This design comes from an exercise in tuning for small area, a short achievable clock period and few clock cycles per item on the open sky130 flow, not from production work.

==> flow/design.v <==
`timescale 1ns/1ps
module average #(
    parameter int NOF_BITS = 32
) (
    input  logic                clk,
    input  logic                rst_n,
    input  logic                start,
    input  logic                data_first,
    input  logic                data_last,
    input  logic [NOF_BITS-1:0] data_in,
    output logic [NOF_BITS:0]   data_out,
    output logic                busy,
    output logic                TO,
    output logic                done
);
    localparam int QW  = NOF_BITS + 1;                
    localparam int NC  = (QW + 1) / 2;                
    localparam int DW  = NC * 2;                      
    localparam int RW  = NOF_BITS;                    
    localparam int TIMEOUT_LIMIT = 10;
    localparam int CW  = $clog2((NC > TIMEOUT_LIMIT ? NC : TIMEOUT_LIMIT));
    logic          acc;        
    logic          div;        
    logic [CW-1:0] cnt;        
    logic [DW-1:0]   s;        
    logic [RW-1:0]   n;        
    logic [RW+1:0]   n3;       
    logic [RW-1:0]   r;        
    wire waiting  = busy & ~acc & ~div;
    wire to_now   = waiting & ~data_first & (cnt == CW'(TIMEOUT_LIMIT - 1));
    wire go_div   = (acc | (waiting & data_first)) & data_last;
    wire div_last = div & (cnt == CW'(NC - 1));
    wire [QW-1:0] s_acc = ({QW{acc}} & s[QW-1:0]) + data_in;
    wire [RW+1:0] t  = {r, s[DW-1:DW-2]};
    wire [RW+2:0] d1 = {1'b0, t} - {3'b0, n};
    wire [RW+2:0] d2 = {1'b0, t} - {2'b0, n, 1'b0};
    wire [RW+2:0] d3 = {1'b0, t} - {1'b0, n3};
    wire          q1 = ~d1[RW+2];
    wire          q2 = ~d2[RW+2];
    wire          q3 = ~d3[RW+2];
    wire [RW-1:0] r_div = q2 ? (q3 ? d3[RW-1:0] : d2[RW-1:0])
                             : (q1 ? d1[RW-1:0] : t[RW-1:0]);
    wire [DW-1:0] s_div = {s[DW-3:0], q2, q3 | (q1 & ~q2)};
    always_ff @(posedge clk) begin
        if (div) begin
            s <= s_div;
            r <= r_div;
        end else begin
            s  <= DW'(s_acc);
            n  <= acc ? n + 1'b1 : RW'(1);
            n3 <= acc ? n3 + 2'd3 : (RW+2)'(3);
            r  <= '0;
        end
    end
    always_ff @(posedge clk or negedge rst_n) begin
        if (!rst_n) begin
            busy     <= 1'b0;
            acc      <= 1'b0;
            div      <= 1'b0;
            cnt      <= '0;
            TO       <= 1'b0;
            done     <= 1'b0;
            data_out <= '0;
        end else begin
            TO   <= to_now;
            done <= div_last;
            if (!busy) begin
                busy <= start;
                cnt  <= '0;
            end else begin
                if (to_now | div_last) busy <= 1'b0;
                cnt <= go_div ? '0 : cnt + 1'b1;
                if (go_div) acc <= 1'b0;
                else if (waiting & data_first) acc <= 1'b1;
                if (go_div) div <= 1'b1;
                else if (div_last) div <= 1'b0;
            end
            if (div_last) data_out <= s_div[QW-1:0];
        end
    end
endmodule
clock: 6.0 ns
lec_check: 0
cap_margin: 20
core_margin: 2
core_utilization: 40
slew_margin: 20
run.sh (not shown) runs the stock make flow with config.mk's settings and CLKGATE_MAP_FILE= SYNTH_SCRIPT=/design/flow/synth_recipe.tcl, a recipe that flattens the netlist after the stock synthesis.
Edit:
==> flow/design.v (replaced) <==
`timescale 1ns/1ps
module average #(
    parameter int NOF_BITS = 32
) (
    input  logic                clk,
    input  logic                rst_n,
    input  logic                start,
    input  logic                data_first,
    input  logic                data_last,
    input  logic [NOF_BITS-1:0] data_in,
    output logic [NOF_BITS:0]   data_out,
    output logic                busy,
    output logic                TO,
    output logic                done
);
    localparam int K   = 3;                           
    localparam int QW  = NOF_BITS + 1;                
    localparam int NC  = (QW + K - 1) / K;            
    localparam int DW  = NC * K;                      
    localparam int TIMEOUT_LIMIT = 10;
    localparam int CW  = $clog2((NC > TIMEOUT_LIMIT ? NC : TIMEOUT_LIMIT));
    logic          acc;        
    logic          div;        
    logic [CW-1:0] cnt;        
    logic [DW-1:0]       s;    
    logic [NOF_BITS-1:0] n;    
    logic [NOF_BITS-1:0] r;    
    wire waiting  = busy & ~acc & ~div;
    wire take     = acc | (waiting & data_first);
    wire to_now   = waiting & ~data_first & (cnt == CW'(TIMEOUT_LIMIT - 1));
    wire go_div   = take & data_last;
    wire div_last = div & (cnt == CW'(NC - 1));
    wire [QW-1:0] s_acc = ({QW{acc}} & s[QW-1:0]) + ({NOF_BITS{take}} & data_in);
    logic [NOF_BITS-1:0] r_st [0:K];
    logic [DW-1:0]       s_st [0:K];
    always_comb begin
        r_st[0] = r;
        s_st[0] = s;
        for (int j = 0; j < K; j++) begin
            logic [NOF_BITS:0] t, d;
            t = {r_st[j], s_st[j][DW-1]};
            d = t - {1'b0, n};
            if (!d[NOF_BITS]) begin
                r_st[j+1] = d[NOF_BITS-1:0];
                s_st[j+1] = {s_st[j][DW-2:0], 1'b1};
            end else begin
                r_st[j+1] = t[NOF_BITS-1:0];
                s_st[j+1] = {s_st[j][DW-2:0], 1'b0};
            end
        end
    end
    always_ff @(posedge clk) begin
        if (div) begin
            s <= s_st[K];
            r <= r_st[K];
        end else begin
            s <= DW'(s_acc);
            n <= ({NOF_BITS{acc}} & n) + NOF_BITS'(take);
            r <= '0;
        end
    end
    always_ff @(posedge clk or negedge rst_n) begin
        if (!rst_n) begin
            busy     <= 1'b0;
            acc      <= 1'b0;
            div      <= 1'b0;
            cnt      <= '0;
            TO       <= 1'b0;
            done     <= 1'b0;
            data_out <= '0;
        end else begin
            TO   <= to_now;
            done <= div_last;
            if (!busy) begin
                busy <= start;
                cnt  <= '0;
            end else begin
                if (to_now | div_last) busy <= 1'b0;
                cnt <= go_div ? '0 : cnt + 1'b1;
                if (go_div) acc <= 1'b0;
                else if (waiting & data_first) acc <= 1'b1;
                if (go_div) div <= 1'b1;
                else if (div_last) div <= 1'b0;
            end
            if (div_last) data_out <= s_st[K][QW-1:0];
        end
    end
endmodule
Effect: The new run produced a layout that fails on negative setup slack. Worst setup slack got worse by 4200 ps. Core utilization rose by 13 points. Global-route usage increases by 5.2 points. Die area drops by 11%. Design area went up by 13%. Register-to-register slack got worse by 4200 ps.
Function was not checked in any run of this note: the RTL went through the layout flow alone.

---

Setup of alpha:
average, a different RTL version from the one above (not shown whole).
Size: about 980 cells after synthesis, roughly 140 flip-flops, about 73 I/O pins.
==> module average, before the edit <==
module average #(
    parameter int NOF_BITS = 32
) (
    input  logic                clk,
    input  logic                rst_n,
    input  logic                start,
    input  logic                data_first,
    input  logic                data_last,
    input  logic [NOF_BITS-1:0] data_in,
    output logic [NOF_BITS:0]   data_out,
    output logic                busy,
    output logic                TO,
    output logic                done
);
    localparam int W = NOF_BITS;
    localparam int TIMEOUT_LIMIT = 10;
    logic       acc;       
    logic       v;         
    logic       div;       
    logic       sub;       
    logic       lead;      
    logic [4:0] cnt;       
    logic [W:0]   x;       
    logic [W-1:0] b;       
    logic [W-1:0] y;       
    wire waiting  = busy & ~acc & ~v & ~div;
    wire take     = acc | (waiting & data_first);
    wire to_now   = waiting & ~data_first & (cnt == 5'(TIMEOUT_LIMIT - 1));
    wire fin      = v & ~acc;                  
    wire sum_on   = v & acc;                   
    wire div_last = div & (&cnt);
    wire skip     = lead & ~|x[1:0] & ~|y[W-1:W-3] & ~&cnt[4:2];
    wire [W:0] sum = x + {sub, b} + (W+1)'(sub);
    wire       q   = ~sum[W];                  
    always_ff @(posedge clk) begin
        if (skip)
            x <= {{W{1'b0}}, y[W-4]};
        else if (div)
            x <= {sum[W-1:0], y[W-1]};
        else if (fin)
            x <= {{(W-1){1'b0}}, sum[W:W-1]};
        else if (sum_on)
            x <= sum;
        else
            x <= '0;
        if (skip)
            y <= {y[W-5:0], 4'b0};
        else if (div)
            y <= {y[W-2:0], q};
        else if (fin)
            y <= {sum[W-2:0], 1'b0};
        else
            y <= acc ? y + 1'b1 : W'(1);
        if (fin)
            b <= ~y;
        else if (div)
            b <= b ^ {W{~skip & (q ^ sub)}};
        else
            b <= data_in;
    end
    always_ff @(posedge clk or negedge rst_n) begin
        if (!rst_n) begin
            busy     <= 1'b0;
            acc      <= 1'b0;
            v        <= 1'b0;
            div      <= 1'b0;
            sub      <= 1'b0;
            lead     <= 1'b0;
            cnt      <= '0;
            TO       <= 1'b0;
            done     <= 1'b0;
            data_out <= '0;
        end else begin
            TO   <= to_now;
            done <= div_last;
            v    <= take;
            if (!busy) begin
                busy <= start;
                cnt  <= '0;
            end else begin
                if (to_now | div_last) busy <= 1'b0;
                cnt <= fin ? '0 : cnt + (skip ? 5'd4 : 5'd1);
                if (take) acc <= ~data_last;
                div <= fin | (div & ~div_last);
            end
            if (fin)
                sub <= 1'b1;
            else if (div_last)
                sub <= 1'b0;
            else if (div & ~skip)
                sub <= q;
            lead <= fin | skip;
            if (div_last) data_out <= {1'b0, y[W-2:0], q};
        end
    end
endmodule
==> flow/config.mk <==
export PLATFORM = sky130hd
export DESIGN_NAME = average
export DESIGN_NICKNAME = average
export VERILOG_FILES = /design/flow/design.v
export SDC_FILE = /design/flow/constraint.sdc
export NUM_CORES = 4
export LEC_CHECK = 0
export CAP_MARGIN = 20
export CORE_MARGIN = 2
export CORE_UTILIZATION = 40
export CTS_BUF_LIST = sky130_fd_sc_hd__clkbuf_8
export SETUP_SLACK_MARGIN = 3.2
export SLEW_MARGIN = 20
==> flow/constraint.sdc <==
create_clock -name core_clock -period 6.0 [get_ports {clk}]
set_input_delay 1.2000 -clock core_clock [delete_from_list [all_inputs] [get_ports {clk}]]
set_output_delay 1.2000 -clock core_clock [all_outputs]
set_load 0.01 [all_outputs]
standard.sh (not shown) runs the stock make flow with config.mk's settings and CLKGATE_MAP_FILE= SYNTH_SCRIPT=/design/flow/synth_recipe.tcl, a recipe that flattens the netlist after the stock synthesis.
==> flow/flow/run.sh <==
#!/bin/bash
# The standard layout, except that the port buffers are the smallest
# plain buffer (buf_1) rather than the delay buffer buffer_ports picks by
# default; the resizer still upsizes any of them that timing needs.
set -euo pipefail
export BUFFER_PORTS_ARGS="-buffer_cell sky130_fd_sc_hd__buf_1"
bash standard.sh > standard_flow.log 2>&1
Inputs modified between alpha and beta:
==> flow/design.v <==
`timescale 1ns/1ps
module average #(
    parameter int NOF_BITS = 32
) (
    input  logic                clk,
    input  logic                rst_n,
    input  logic                start,
    input  logic                data_first,
    input  logic                data_last,
    input  logic [NOF_BITS-1:0] data_in,
    output logic [NOF_BITS:0]   data_out,
    output logic                busy,
    output logic                TO,
    output logic                done
);
    localparam int W = NOF_BITS;
    localparam int TIMEOUT_LIMIT = 10;
    logic       acc;       
    logic       v;         
    logic       div;       
    logic [4:0] cnt;       
    logic [W:0]   x;       
    logic [W-1:0] b;       
    logic [W-1:0] y;       
    wire waiting  = busy & ~acc & ~v & ~div;
    wire take     = acc | (waiting & data_first);
    wire to_now   = waiting & ~data_first & (cnt == 5'(TIMEOUT_LIMIT - 1));
    wire fin      = v & ~acc;                  
    wire sum_on   = v & acc;                   
    wire div_last = div & (&cnt);
    wire skip     = div & ~|x & ~|y[W-1:W-3] & ~&cnt[4:2];
    wire [W+1:0] sum = {1'b0, x} + {1'b0, div, b};
    wire         ge  = sum[W+1];               
    always_ff @(posedge clk) begin
        if (skip)
            x <= {{W{1'b0}}, y[W-4]};
        else if (div)
            x <= {ge ? sum[W-1:0] : x[W-1:0], y[W-1]};
        else if (fin)
            x <= {{(W-1){1'b0}}, sum[W:W-1]};
        else if (sum_on)
            x <= sum[W:0];
        else
            x <= '0;
        if (skip)
            y <= {y[W-5:0], 4'b0};
        else if (div)
            y <= {y[W-2:0], ge};
        else if (fin)
            y <= {sum[W-2:0], 1'b0};
        else
            y <= acc ? y + 1'b1 : '0;
        if (fin)
            b <= ~y;                           
        else if (!div)
            b <= data_in;
    end
    always_ff @(posedge clk or negedge rst_n) begin
        if (!rst_n) begin
            busy     <= 1'b0;
            acc      <= 1'b0;
            v        <= 1'b0;
            div      <= 1'b0;
            cnt      <= '0;
            TO       <= 1'b0;
            done     <= 1'b0;
            data_out <= '0;
        end else begin
            TO   <= to_now;
            done <= div_last;
            v    <= take;
            if (!busy) begin
                busy <= start;
                cnt  <= '0;
            end else begin
                if (to_now | div_last) busy <= 1'b0;
                cnt <= fin ? '0 : cnt + (skip ? 5'd4 : 5'd1);
                if (take) acc <= ~data_last;
                div <= fin | (div & ~div_last);
            end
            if (div_last) data_out <= {1'b0, y[W-2:0], ge};
        end
    end
endmodule
--- outcome ---
In beta relative to alpha, floorplan row count had gone up by a few percent. beta: die area is 4.9% higher than what alpha reported. Against alpha, via count in beta rose slightly. Number of standard cells in the final layout excluding fillers (beta over alpha): increase, about 2.8%. Going from alpha to beta, utilization of the core after routing lost 5.5 points, worst reg-to-reg path cell count picked up an extra 1, post-synthesis area per instance lost 1.6%. Post-synthesis to final-layout area growth was lower in beta than in alpha. [beta] number of enable flip-flop cells after synthesis rose 32 relative to alpha. In the reports for alpha and beta, the larger part of the cycle the worst path needs belongs to alpha.
No functional check of the RTL was part of any run of this note.

## static timing again, ports no longer ideal
In the flow no input, the clock included, has a driving cell. The finished layouts below were timed again as built, in two steps.
Step 1, drivers: a clkbuf_16 drives clk and a buf_2 each remaining input, both assumed.
Step 2, shift: input delay + t, output delay - t, t = (earliest + latest rising clock arrival at the registers) / 2. This alone moves slack from input paths to output paths.
Slacks: ideal / step 1 / step 2; pairs: ideal / step 1.
| run | t, ns | setup WS [ns] | worst setup path after step 2 | pins driven straight from the clock port |
|---|---|---|---|---|
| the first run of note 1 | 0.501 | 2.048 / 2.076 / 1.575 | input to register | 1 |
| the second run of note 1 | 0.497 | -2.146 / -2.146 / -2.146 | register to register | 1 |
| alpha | 0.512 | 2.909 / 2.909 / 2.909 | register to register | 1 |
| beta | 0.499 | 3.168 / 3.168 / 3.168 | register to register | 1 |
The setup slack of the first run of note 1, which loses most, moves by +0.028 ns with the drivers and by -0.473 ns with both steps.
